This design comes from an exercise in tuning for small area on the open sky130 flow, not from production work. The RTL was checked by simulation tests, not by an equivalence proof against the original design. No activity file was given, so power comes from the tool's default toggle rates.

==> flow/design.v <==
module spi_port (
    input wire clk,
    input wire rst,
    input wire spi_mosi,
    input wire spi_cs_n,
    output wire cap_now,           
    output wire nxt_a0,            
    output wire nxt_a1,            
    output wire nxt_lt8,           
    output reg [7:0] value,
    output reg a0,
    output reg a1,
    output reg lt8
);
    reg [15:0] shift_reg;
    reg cs_n_prev;
    assign cap_now = spi_cs_n & ~cs_n_prev;
    assign nxt_lt8 = (shift_reg[15:11] == 5'd0);
    assign nxt_a0  = nxt_lt8 & (shift_reg[10:8] == 3'd0);
    assign nxt_a1  = nxt_lt8 & (shift_reg[10:8] == 3'd1);
    always @(posedge clk or posedge rst) begin
        if (rst) begin
            shift_reg <= 16'b0;
            cs_n_prev <= 1'b1;
            value <= 8'b0;
            a0 <= 1'b1;
            a1 <= 1'b0;
            lt8 <= 1'b1;
        end else begin
            cs_n_prev <= spi_cs_n;
            if (!spi_cs_n)
                shift_reg <= {shift_reg[14:0], spi_mosi};
            else if (!cs_n_prev) begin
                value <= shift_reg[7:0];
                a0 <= nxt_a0;
                a1 <= nxt_a1;
                lt8 <= nxt_lt8;
            end
        end
    end
endmodule
module config_memory (
    input wire clk,
    input wire rst,
    input wire cap_now,
    input wire nxt_a0,
    input wire nxt_a1,
    input wire [7:0] value,
    input wire a0,
    input wire a1,
    input wire lt8,
    output reg [7:0] ratio,
    output reg flen_gt1
);
    reg [7:0] mem0;
    reg mem1_gt1;
    wire val_gt1 = |value[7:1];
    always @(posedge clk or posedge rst) begin
        if (rst) begin
            mem0 <= 8'b0;
            mem1_gt1 <= 1'b0;
            ratio <= 8'b0;
            flen_gt1 <= 1'b0;
        end else begin
            if (a0) mem0 <= value;
            if (a1) mem1_gt1 <= val_gt1;
            if (cap_now) begin
                if (nxt_a0) ratio <= lt8 ? value : 8'b0;
                if (nxt_a1) flen_gt1 <= lt8 & val_gt1;
            end else begin
                if (a0) ratio <= mem0;
                if (a1) flen_gt1 <= mem1_gt1;
            end
        end
    end
endmodule
module decimator (
    input wire clk,
    input wire rst,
    input wire [7:0] ratio,
    input wire data_1,
    input wire data_2,
    output reg out_1,
    output reg out_2,
    output reg en
);
    reg [7:0] counter;
    reg dec_clk;
    wire r1 = (ratio == 8'd1);
    wire hit = (ratio != 8'd0) && (counter >= ratio - 8'd1);
    always @(posedge clk or posedge rst) begin
        if (rst) begin
            counter <= 8'b0;
            out_1 <= 1'b0;
            out_2 <= 1'b0;
            dec_clk <= 1'b0;
            en <= 1'b0;
        end else begin
            en <= 1'b0;
            if (r1) begin
                out_1 <= data_1;
                out_2 <= data_2;
            end else if (hit) begin
                counter <= 8'b0;
                out_1 <= data_1;
                out_2 <= data_2;
                dec_clk <= ~dec_clk;
                en <= ~dec_clk;
            end else begin
                counter <= counter + 8'd1;
            end
        end
    end
endmodule
module buffer (
    input wire clk,
    input wire rst,
    input wire en,
    input wire data_1,
    input wire data_2,
    input wire flen_gt1,
    output reg [7:0] corr,
    output reg pos,
    output reg neg
);
    reg [255:0] shift_reg_1;
    reg [255:0] shift_reg_2;
    reg [8:0] filled;              
    reg [7:0] corr_neg;
    reg [7:0] corr_pos;
    wire v0   = |filled;
    wire v255 = filled[8];
    wire v254 = filled[8] | (&filled[7:0]);
    wire n1_0   = v0 & shift_reg_1[0];
    wire n2_0   = v0 & shift_reg_2[0];
    wire o1_255 = v255 & shift_reg_1[255];
    wire o2_255 = v255 & shift_reg_2[255];
    wire o1_254 = v254 & shift_reg_1[254];
    wire o2_254 = v254 & shift_reg_2[254];
    always @(posedge clk) begin
        if (en) begin
            shift_reg_1 <= {shift_reg_1[254:0], data_1};
            shift_reg_2 <= {shift_reg_2[254:0], data_2};
        end
    end
    always @(posedge clk or posedge rst) begin
        if (rst) begin
            filled <= 9'b0;
            corr <= 8'b0;
            corr_neg <= 8'b0;
            corr_pos <= 8'b0;
            pos <= 1'b0;
            neg <= 1'b0;
        end else if (en) begin
            if (!filled[8]) filled <= filled + 9'd1;
            corr <= corr + (data_1 ^ data_2) - (o1_255 ^ o2_255);
            if (flen_gt1) begin
                corr_neg <= corr_neg + (n1_0 ^ data_2) - (o1_255 ^ o2_254);
                corr_pos <= corr_pos + (data_1 ^ n2_0) - (o1_254 ^ o2_255);
            end
            neg <= corr_neg < corr_pos;
            pos <= corr_pos < corr_neg;
        end
    end
endmodule
module top_module(
    input wire clk,
    input wire rst,
    input wire spi_mosi,
    input wire spi_cs_n,
    input wire mic_data_1,
    input wire mic_data_2,
    output wire [7:0] out,
    output wire pos,
    output wire neg
);
    wire cap_now, nxt_a0, nxt_a1, nxt_lt8;
    wire [7:0] value;
    wire a0, a1, lt8;
    wire [7:0] ratio;
    wire flen_gt1;
    wire dec_1, dec_2, dec_en;
    spi_port u_spi_port (
        .clk(clk), .rst(rst), .spi_mosi(spi_mosi), .spi_cs_n(spi_cs_n),
        .cap_now(cap_now), .nxt_a0(nxt_a0), .nxt_a1(nxt_a1), .nxt_lt8(nxt_lt8),
        .value(value), .a0(a0), .a1(a1), .lt8(lt8)
    );
    config_memory u_memory (
        .clk(clk), .rst(rst), .cap_now(cap_now), .nxt_a0(nxt_a0), .nxt_a1(nxt_a1),
        .value(value), .a0(a0), .a1(a1), .lt8(lt8),
        .ratio(ratio), .flen_gt1(flen_gt1)
    );
    decimator u_decimator (
        .clk(clk), .rst(rst), .ratio(ratio), .data_1(mic_data_1), .data_2(mic_data_2),
        .out_1(dec_1), .out_2(dec_2), .en(dec_en)
    );
    buffer u_buffer (
        .clk(clk), .rst(rst), .en(dec_en | (ratio == 8'd1)),
        .data_1(dec_1), .data_2(dec_2), .flen_gt1(flen_gt1),
        .corr(out), .pos(pos), .neg(neg)
    );
endmodule
clock: 8.0 ns
lec_check: 0
cap_margin: 20
core_margin: 2
core_utilization: 60
cts_buf_list: sky130_fd_sc_hd__clkbuf_4 sky130_fd_sc_hd__clkbuf_8 sky130_fd_sc_hd__clkbuf_16
cts_cluster_diameter: 60
cts_cluster_size: 20
slew_margin: 20
run.sh (not shown) runs the stock make flow with config.mk's settings and CLKGATE_MAP_FILE= SYNTH_SCRIPT=/design/flow/synth_recipe.tcl, a recipe that flattens the netlist after the stock synthesis.
The baseline completed with no timing, DRC or antenna violations.
Then changed:
- CORE_UTILIZATION: 60 -> 40
- CTS_BUF_LIST: sky130_fd_sc_hd__clkbuf_4 sky130_fd_sc_hd__clkbuf_8 sky130_fd_sc_hd__clkbuf_16 -> default
- CTS_CLUSTER_DIAMETER: 60 -> default
- CTS_CLUSTER_SIZE: 20 -> default
Worst setup slack improves by 83 ps.
Clock-buffer cell count climbs by 26.
Die area goes up by 49%.
Global-route usage decreases by 4.3 points.
Sequential share of layout area shrinks by 4.1 points.
First-iteration DRC count climbs by 8.4%.
Combinational power hardly moves.
Then changed:
- CORE_UTILIZATION: 40 -> 60
- CTS_BUF_LIST: default -> sky130_fd_sc_hd__clkbuf_8
- CTS_CLUSTER_DIAMETER: default -> 60
- CTS_CLUSTER_SIZE: default -> 20
Result: Area after synthesis is unchanged. Via count fell by 3.2%. Die area fell by 33%. Final area went down by 7.2%.

Another version of the RTL of top_module (not shown whole).
For scale: ~16 I/O pins, ~17000 sq um of cells after synthesis.
clock: 8.0 ns
lec_check: 0
cap_margin: 20
core_margin: 2
core_utilization: 70
slew_margin: 20
standard.sh (not shown) runs the stock make flow with config.mk's settings and CLKGATE_MAP_FILE= SYNTH_SCRIPT=/design/flow/synth_recipe.tcl, a recipe that flattens the netlist after the stock synthesis.
==> flow/flow/run.sh <==
#!/bin/bash
# The standard ORFS layout, with these changes:
# - synthesis maps the logic with an area-oriented ABC script (flow/abc.script)
#   in place of ORFS's delay-oriented one; everything else in synthesis,
#   including the register mapping, is the standard synthesis;
# - clock tree synthesis without dummy loads, with clkbuf_8 clusters;
# - port buffers of the smallest buffer cell.
set -euo pipefail
here=$(pwd)
rm -rf "$here/scripts_abc"
cp -r "$FLOW_HOME/scripts" "$here/scripts_abc"
cp "$here/flow/abc.script" "$here/scripts_abc/abc_speed.script"
bash standard.sh SCRIPTS_DIR="$here/scripts_abc" synth > synth_flow.log 2>&1
export CTS_ARGS="-sink_clustering_enable -repair_clock_nets -buf_list sky130_fd_sc_hd__clkbuf_8 -sink_clustering_size 20 -sink_clustering_max_diameter 60 -dont_use_dummy_load"
export BUFFER_PORTS_ARGS="-buffer_cell sky130_fd_sc_hd__buf_1"
bash standard.sh finish > standard_flow.log 2>&1
==> flow/flow/abc.script <==
strash
dch -f
amap
topo
stime -c
Rerun with:
==> flow/flow/abc.script (replaced) <==
strash
dch
amap
topo
stime -c
--- a/flow/config.mk
+++ b/flow/config.mk
@@ -8,4 +8,4 @@
 export CAP_MARGIN = 20
 export CORE_MARGIN = 2
-export CORE_UTILIZATION = 70
+export CORE_UTILIZATION = 75
 export SLEW_MARGIN = 20
What happened: Cell count came out lower by 2.6%. Sequential power went up by 37%. Routed wire length climbs by 8.4%.
Rerun with:
--- a/flow/flow/run.sh
+++ b/flow/flow/run.sh
@@ -12,5 +12,5 @@
 cp "$here/flow/abc.script" "$here/scripts_abc/abc_speed.script"
 bash standard.sh SCRIPTS_DIR="$here/scripts_abc" synth > synth_flow.log 2>&1
-export CTS_ARGS="-sink_clustering_enable -repair_clock_nets -buf_list sky130_fd_sc_hd__clkbuf_8 -sink_clustering_size 20 -sink_clustering_max_diameter 60 -dont_use_dummy_load"
+export CTS_ARGS="-sink_clustering_enable -repair_clock_nets -buf_list sky130_fd_sc_hd__clkbuf_8 -sink_clustering_size 22 -sink_clustering_max_diameter 60 -dont_use_dummy_load"
 export BUFFER_PORTS_ARGS="-buffer_cell sky130_fd_sc_hd__buf_1"
 bash standard.sh finish > standard_flow.log 2>&1
==> flow/flow/abc.script (replaced) <==
strash
dch -f
amap
topo
stime -c
--- a/flow/config.mk
+++ b/flow/config.mk
@@ -8,4 +8,4 @@
 export CAP_MARGIN = 20
 export CORE_MARGIN = 2
-export CORE_UTILIZATION = 75
+export CORE_UTILIZATION = 70
 export SLEW_MARGIN = 20
Effect: The changed run produced a clean layout; count of clock-buffer cells in the layout is lower by 1; final cell count is higher by about 2.6%; clock skew is higher by 26 ps; fmax is lower by 19%; final area is higher by 0.35%; setup slack is worse by 860 ps; sequential cell count is unchanged.
Rerun with:
--- a/flow/flow/run.sh
+++ b/flow/flow/run.sh
@@ -12,5 +12,5 @@
 cp "$here/flow/abc.script" "$here/scripts_abc/abc_speed.script"
 bash standard.sh SCRIPTS_DIR="$here/scripts_abc" synth > synth_flow.log 2>&1
-export CTS_ARGS="-sink_clustering_enable -repair_clock_nets -buf_list sky130_fd_sc_hd__clkbuf_8 -sink_clustering_size 22 -sink_clustering_max_diameter 60 -dont_use_dummy_load"
+export CTS_ARGS="-sink_clustering_enable -repair_clock_nets -buf_list sky130_fd_sc_hd__clkbuf_8 -sink_clustering_size 20 -sink_clustering_max_diameter 60 -dont_use_dummy_load"
 export BUFFER_PORTS_ARGS="-buffer_cell sky130_fd_sc_hd__buf_1"
 bash standard.sh finish > standard_flow.log 2>&1
==> flow/flow/abc.script (replaced) <==
strash
dch
amap
topo
stime -c
Synthesized cell count drops by 0.81%.
Via count rose by 2.1%.
Critical path depth falls by 1.
First-iteration DRC count rose by 26%.

==> port drivers added, routing unchanged <==
In the flow no input, the clock included, has a driving cell. The finished layouts below were timed again as built, in two steps. Step 1 sets driving cells, clkbuf_16 on the clock port and buf_2 on the other inputs (assumed; they add their load-dependent delay and slew). Step 2 times the ports against the registers' clock, not the clock port: input delays grow and output delays shrink by t, the midpoint of the rising clock arrivals with the driver on. Slacks: ideal ports / drivers / drivers and shift; pairs: ideal ports / drivers.
run | t (ns) | setup slack, ns | hold slack, ns | clock arrival spread, ns
the first run of note 1 | 0.579 | 4.237 / 4.267 / 3.688 | 0.415 / 0.415 / 0.415 | 0.020 / 0.020
the second run of note 1 | 0.655 | 4.320 / 4.354 / 3.698 | 0.404 / 0.404 / 0.404 | 0.032 / 0.033
the third run of note 1 | 0.613 | 4.266 / 4.292 / 3.680 | 0.423 / 0.423 / 0.423 | 0.029 / 0.029
the first run of note 2 | 0.579 | 3.529 / 3.549 / 2.970 | 0.403 / 0.403 / 0.403 | 0.066 / 0.066
the second run of note 2 | 0.579 | 4.352 / 4.374 / 3.795 | 0.409 / 0.409 / 0.409 | 0.056 / 0.056
the third run of note 2 | 0.572 | 3.488 / 3.509 / 2.937 | 0.406 / 0.406 / 0.406 | 0.081 / 0.082
the fourth run of note 2 | 0.593 | 4.051 / 4.082 / 3.489 | 0.413 / 0.413 / 0.413 | 0.057 / 0.057
After both steps every run listed still meets setup and hold. The setup slack of the second run of note 1, which loses most, moves by +0.034 ns with the drivers and by -0.622 ns with both steps.
